Background: an optimization exercise with open tools, aiming at small area. Do not read the settings as production practice.
At most, simulation tests tie the RTL to the original design; equivalence was not proved.

== violet ==
==> flow/design.v (excerpt) <==
module sobel_accel(
        input   wire    [ 2:0]   addr,
        output  reg     [31:0]   rdata,
        input   wire    [31:0]   wdata,
        input   wire             cs,
        input   wire             read,
        input   wire             write,
        input   wire             clk,
        input   wire             rst
);
    reg [31:0] data0, data1, data2, data3, data4, data5;
    always @(posedge clk)
        if (cs & write)
            case (addr)
                3'd0: data0 <= wdata;
                3'd1: data1 <= wdata;
                3'd2: data2 <= wdata;
                3'd3: data3 <= wdata;
                3'd4: data4 <= wdata;
                3'd5: data5 <= wdata;
            endcase
    wire [2:0] ra = addr;
    wire h = ra[2] & (ra[0] | ~ra[1]);
    wire [31:0] ra_n, rb_n, rc_, rd_;
    MUXI32 ma (.s(h), .a(data0), .b(data2), .y(ra_n));
    MUXI32 mb (.s(h), .a(data1), .b(data3), .y(rb_n));
    MUX32  mc (.s(h), .a(data2), .b(data4), .y(rc_));
    MUX32  md (.s(h), .a(data3), .b(data5), .y(rd_));
  ...
clock: 9.0 ns
lec_check: 0
cap_margin: 20
core_margin: 2
core_utilization: 40
cts_buf_list: sky130_fd_sc_hd__clkbuf_4
gpl_timing_driven: 0
slew_margin: 20
synth_hierarchical: 1
run.sh (not shown) runs the stock make flow with config.mk's settings and CLKGATE_MAP_FILE= SYNTH_SCRIPT=/design/flow/synth_recipe.tcl, a recipe that flattens the netlist after the stock synthesis.
violet ran in full, but the layout does not pass; the checks complain about negative setup slack.
## Diff of input files: amber against violet
Settings: GPL_TIMING_DRIVEN removed (was 0).
Sort amber and violet by area overhead of the layout relative to synthesis desc -> top: amber. Final checks on amber, whose flow otherwise completed, came back failing, citing negative setup slack. Against violet, amber comes in 7 lower on buffers plus inverters on the worst setup path.
## Diff of input files: willow against amber
Settings: CORE_UTILIZATION: 40 -> 60; CTS_BUF_LIST: sky130_fd_sc_hd__clkbuf_4 -> sky130_fd_sc_hd__clkbuf_8.
==> summary.txt <==
In willow the implementation completed, yet the final layout does not meet the checks, the culprit being negative setup slack.
amber finished all stages; layout check result: FAIL, due to negative setup slack.
Utilization after layout (higher): willow
Going from amber to willow, routed metal-1 wirelength shrank by a few percent.
Diode insertion count for antenna repair (lower): willow
On total length of routed wires, amber beats willow.
Function was not checked in any run of this note: the RTL went through the layout flow alone.

========
Another version of the RTL of sobel_accel (not shown whole).
Size: about 1100 cells after synthesis, about 72 I/O pins.
clock: 9.0 ns
lec_check: 0
cap_margin: 20
core_margin: 2
core_utilization: 60
cts_cluster_diameter: 100
cts_cluster_size: 30
gpl_timing_driven: 0
slew_margin: 20
synth_hierarchical: 1
standard.sh (not shown) runs the stock make flow with config.mk's settings and CLKGATE_MAP_FILE= SYNTH_SCRIPT=/design/flow/synth_recipe.tcl, a recipe that flattens the netlist after the stock synthesis.
==> flow/flow/run.sh <==
#!/bin/bash
# Layout flow: the standard flow (standard.sh), with the standard
# synthesis unchanged and two changes after it:
#  - before floorplanning, every combinational cell that synthesis gave a
#    drive strength above 1 starts at its smallest size (downsize.tcl); the
#    resizer's later timing and design repairs size up again where needed;
#    the buffers synthesis inserted are removed (REMOVE_ABC_BUFFERS);
#  - the port buffers are buf_1 cells.
# Each tool's output goes to a log file of its own in this folder.
set -euo pipefail
here=$(pwd)
bash standard.sh synth > synth.log 2>&1
bash standard.sh PRE_FLOORPLAN_TCL="$here/flow/downsize.tcl" REMOVE_ABC_BUFFERS=1 \
    "BUFFER_PORTS_ARGS=-buffer_cell sky130_fd_sc_hd__buf_1" finish > layout.log 2>&1
==> flow/flow/downsize.tcl <==
# Sourced by ORFS's floorplan.tcl (PRE_FLOORPLAN_TCL) right after the
# synthesised netlist is loaded: swap each combinational cell above drive
# strength 1 for the same function at the smallest drive strength.
set db [ord::get_db]
set block [ord::get_db_block]
set n 0
foreach inst [$block getInsts] {
  set name [[$inst getMaster] getName]
  if {![regexp {^(sky130_fd_sc_hd__[a-z0-9]+)_([0-9]+)$} $name -> base drive]} { continue }
  if {$drive <= 1} { continue }
  if {[regexp {__(df|edf|sdf|dl|sedf|ha|fa)} $base]} { continue }
  foreach d {1 0} {
    set m [$db findMaster ${base}_$d]
    if {$m ne "NULL" && $m ne ""} {
      $inst swapMaster $m
      incr n
      break
    }
  }
}
puts "downsize.tcl: $n cells set to their smallest drive strength"
Change:
--- a/flow/config.mk
+++ b/flow/config.mk
@@ -8,5 +8,5 @@
 export CAP_MARGIN = 20
 export CORE_MARGIN = 2
-export CORE_UTILIZATION = 60
+export CORE_UTILIZATION = 70
 export CTS_CLUSTER_DIAMETER = 100
 export CTS_CLUSTER_SIZE = 30
Result:
- The new run finished clean
- cell area goes down by 1.1%
- non-clock buffer count is lower by 5
- worst setup slack loses 67 ps
- cell count is lower by 1.9%
- flip-flop and latch count stays the same
- wire length shrinks by 1.4%

========
sobel_accel, a different RTL version from the one above (not shown whole).
export LEC_CHECK = 0
export CAP_MARGIN = 20
export CORE_MARGIN = 2
export CORE_UTILIZATION = 70
export CTS_CLUSTER_DIAMETER = 100
export CTS_CLUSTER_SIZE = 30
export GPL_TIMING_DRIVEN = 0
export SLEW_MARGIN = 20
export SYNTH_HIERARCHICAL = 1
create_clock -name core_clock -period 9.0 [get_ports {clk}]
Scripts as last shown in full above: flow/flow/run.sh, flow/flow/downsize.tcl
==> next run, changes <==
Settings changed: CORE_UTILIZATION 70 to 80.
The new run finished with negative setup slack left.
Register-to-register slack degrades by 0.27 ns.
Worst hold slack is better by 0.013 ns.
Cell area barely changes.
Routed wire length went up by 24%.
Core utilization increases by 12 points.
Worst setup slack gets worse by 0.31 ns.

========
sobel_accel, a different RTL version from the one above (not shown whole).
Size: roughly 0.016 mm^2 of cells after synthesis.
export LEC_CHECK = 0
export CAP_MARGIN = 0
export CORE_MARGIN = 2
export CORE_UTILIZATION = 75
export CTS_CLUSTER_DIAMETER = 100
export CTS_CLUSTER_SIZE = 30
export GPL_TIMING_DRIVEN = 1
export SLEW_MARGIN = 0
export SYNTH_HIERARCHICAL = 1
create_clock -name core_clock -period 9.0 [get_ports {clk}]
Scripts as last shown in full above: flow/flow/run.sh, flow/flow/downsize.tcl
Change:
CAP_MARGIN = 20   (was 0)
CTS_BUF_LIST = sky130_fd_sc_hd__clkbuf_16 sky130_fd_sc_hd__clkbuf_8 sky130_fd_sc_hd__clkbuf_4   (was default)
SLEW_MARGIN = 20   (was 0)
Outcome:
- die area does not change
- worst setup slack barely changes
- wire length hardly moves
Change:
CORE_UTILIZATION = 78   (was 75)
CTS_BUF_LIST = default   (was sky130_fd_sc_hd__clkbuf_16 sky130_fd_sc_hd__clkbuf_8 sky130_fd_sc_hd__clkbuf_4)
Routed wire length went up by 7.6%.
Count of clock-buffer cells in the layout went down by 2.
Die area went down by 3.7%.
Fmax went down by 1.2%.
Worst setup slack is worse by 0.11 ns.
Design area went up by 0.44%.
Change:
CORE_UTILIZATION = 70   (was 78)
After rerunning: The changed run passed the timing, design-rule and antenna checks. Die area goes up by 11%. Non-clock buffer count goes up by 2. Fmax goes up by 2.6%. Sequential share of layout area hardly moves. Worst hold slack degrades by 0.039 ns.

========
Another version of the RTL of sobel_accel (not shown whole).
For scale: about 72 I/O pins.
Design sobel_accel, start of the top module:
module sobel_accel(
        input   wire    [ 2:0]   addr,
        output  reg     [31:0]   rdata,
        input   wire    [31:0]   wdata,
        input   wire             cs,
        input   wire             read,
        input   wire             write,
        input   wire             clk,
        input   wire             rst
);
clock: 9.0 ns
lec_check: 0
cap_margin: 20
core_margin: 2
core_utilization: 60
gpl_timing_driven: 0
slew_margin: 20
synth_hierarchical: 1
Scripts as last shown in full above: flow/flow/run.sh, flow/flow/downsize.tcl
The first run ran to the end with no violations.
Change:
- CORE_UTILIZATION: 60 -> 40
=> Synthesized cell count does not change; hold slack got worse by 0.0041 ns; cell area goes up by about 2%; via count goes down by 1.3%; count of clock-buffer cells in the layout goes up by 2; critical path depth goes up by 1; sequential share of layout area goes down by 0.68 points; global-route usage goes down by 9.5 points.
Change:
==> flow/run.sh (new file) <==
#!/bin/bash
# synth_recipe.tcl (not shown) runs the flow's synth.tcl, then flattens the netlist and writes it again
# the make line also repeats each setting of config.mk as NAME=value (left out here)
make -C /OpenROAD-flow-scripts/flow DESIGN_CONFIG=/design/flow/config.mk WORK_HOME=/design/flow/orfs CLKGATE_MAP_FILE= SYNTH_SCRIPT=/design/flow/synth_recipe.tcl finish
removed: flow/flow/run.sh
removed: flow/flow/downsize.tcl
removed: flow/standard.sh
What happened: Clock-buffer cell count is unchanged. Global-route usage is higher by 0.87 points.
Change:
==> flow/flow/run.sh (new file) <==
#!/bin/bash
# Layout flow: the standard flow (standard.sh), with the standard
# synthesis unchanged and two changes after it:
#  - before floorplanning, every combinational cell that synthesis gave a
#    drive strength above 1 starts at its smallest size (downsize.tcl); the
#    resizer's later timing and design repairs size up again where needed;
#    the buffers synthesis inserted are removed (REMOVE_ABC_BUFFERS);
#  - the port buffers are buf_1 cells.
# Each tool's output goes to a log file of its own in this folder.
set -euo pipefail
here=$(pwd)
bash standard.sh synth > synth.log 2>&1
bash standard.sh PRE_FLOORPLAN_TCL="$here/flow/downsize.tcl" REMOVE_ABC_BUFFERS=1 \
    "BUFFER_PORTS_ARGS=-buffer_cell sky130_fd_sc_hd__buf_1" finish > layout.log 2>&1
==> flow/flow/downsize.tcl (new file) <==
# Sourced by ORFS's floorplan.tcl (PRE_FLOORPLAN_TCL) right after the
# synthesised netlist is loaded: swap each combinational cell above drive
# strength 1 for the same function at the smallest drive strength.
set db [ord::get_db]
set block [ord::get_db_block]
set n 0
foreach inst [$block getInsts] {
  set name [[$inst getMaster] getName]
  if {![regexp {^(sky130_fd_sc_hd__[a-z0-9]+)_([0-9]+)$} $name -> base drive]} { continue }
  if {$drive <= 1} { continue }
  if {[regexp {__(df|edf|sdf|dl|sedf|ha|fa)} $base]} { continue }
  foreach d {1 0} {
    set m [$db findMaster ${base}_$d]
    if {$m ne "NULL" && $m ne ""} {
      $inst swapMaster $m
      incr n
      break
    }
  }
}
puts "downsize.tcl: $n cells set to their smallest drive strength"
==> flow/standard.sh (new file) <==
#!/bin/bash
# synth_recipe.tcl (not shown) runs the flow's synth.tcl, then flattens the netlist and writes it again
# the make line also repeats each setting of config.mk as NAME=value (left out here)
make -C /OpenROAD-flow-scripts/flow DESIGN_CONFIG=/design/flow/config.mk WORK_HOME=/design/flow/orfs CLKGATE_MAP_FILE= SYNTH_SCRIPT=/design/flow/synth_recipe.tcl "${@:-finish}"
- CORE_UTILIZATION: 40 -> 60
- CTS_CLUSTER_DIAMETER: not set -> 80
- CTS_CLUSTER_SIZE: not set -> 40
removed: flow/run.sh
Outcome: Die area decreases by 35%. Synthesized cell count stays the same. Maximum frequency shrinks by 1.3%. Global-route usage climbs by 8.6 points. Design area went down by 8.7%. Non-clock buffer count is lower by 13.
Change:
- CTS_CLUSTER_DIAMETER: 80 -> 100
- CTS_CLUSTER_SIZE: 40 -> 30
Outcome:
- routed wire length drops slightly
- cell area shrinks slightly
- first-iteration DRC count rises by roughly a tenth
- worst setup slack is better by 0.059 ns
- register-to-register slack improved by 0.03 ns
- global-route usage falls by 0.10 points
- worst hold slack improves by 0.012 ns
- utilization is lower by 0.30 points

## afterwards: timing with drivers on the ports
No port has a modelled driver above. Below, the same layouts with a new extraction and two added sets of constraints. Step 1 assumes that a clkbuf_16 drives the clock port and a buf_2 every other input. Step 2 adds t to the input delays and takes it off the output delays; t is the mean of the earliest and latest rising clock arrival at the registers after step 1. Input paths then give back, and output paths get back, about the clock's delay inside the block. Three values: ideal ports, drivers, drivers and shift; two values: the first two.
run	t (ns)	slack for setup (ns)	worst setup path at the end	worst slew at a driven data input, ns	cell pins on the clock port's net
violet	0.790	-0.510 / -0.507 / -1.297	input to register	0.06	1
amber	0.802	-0.035 / -0.033 / -0.836	input to register	0.05	1
willow	0.593	-0.300 / -0.330 / -0.923	input to register	0.08	1
the first run of note 2	0.544	0.168 / 0.194 / -0.350	input to register	0.06	1
the second run of note 2	0.522	0.101 / 0.127 / -0.396	input to register	0.06	1
the first run of note 3	0.528	0.141 / 0.164 / -0.365	input to register	0.04	1
the second run of note 3	0.536	-0.167 / -0.148 / -0.684	input to register	0.04	1
the first run of note 4	0.525	0.212 / 0.236 / -0.289	input to register	0.04	1
the second run of note 4	0.528	0.210 / 0.236 / -0.292	input to register	0.04	1
the third run of note 4	0.526	0.105 / 0.126 / -0.400	input to register	0.04	1
the fourth run of note 4	0.521	0.329 / 0.356 / -0.165	input to register	0.04	1
the first run of note 5	0.568	0.149 / 0.169 / -0.398	input to register	0.04	1
the second run of note 5	0.575	0.153 / 0.172 / -0.403	input to register	0.05	1
the third run of note 5	0.589	0.195 / 0.227 / -0.362	input to register	0.05	1
the fourth run of note 5	0.546	0.079 / 0.108 / -0.437	input to register	0.04	1
the fifth run of note 5	0.530	0.138 / 0.167 / -0.363	input to register	0.04	1
Met with ideal ports but missed after step 2: setup timing in 12 of these runs. For amber, which loses most, drivers alone change the setup slack by +0.002 ns; drivers and shift together by -0.801 ns.
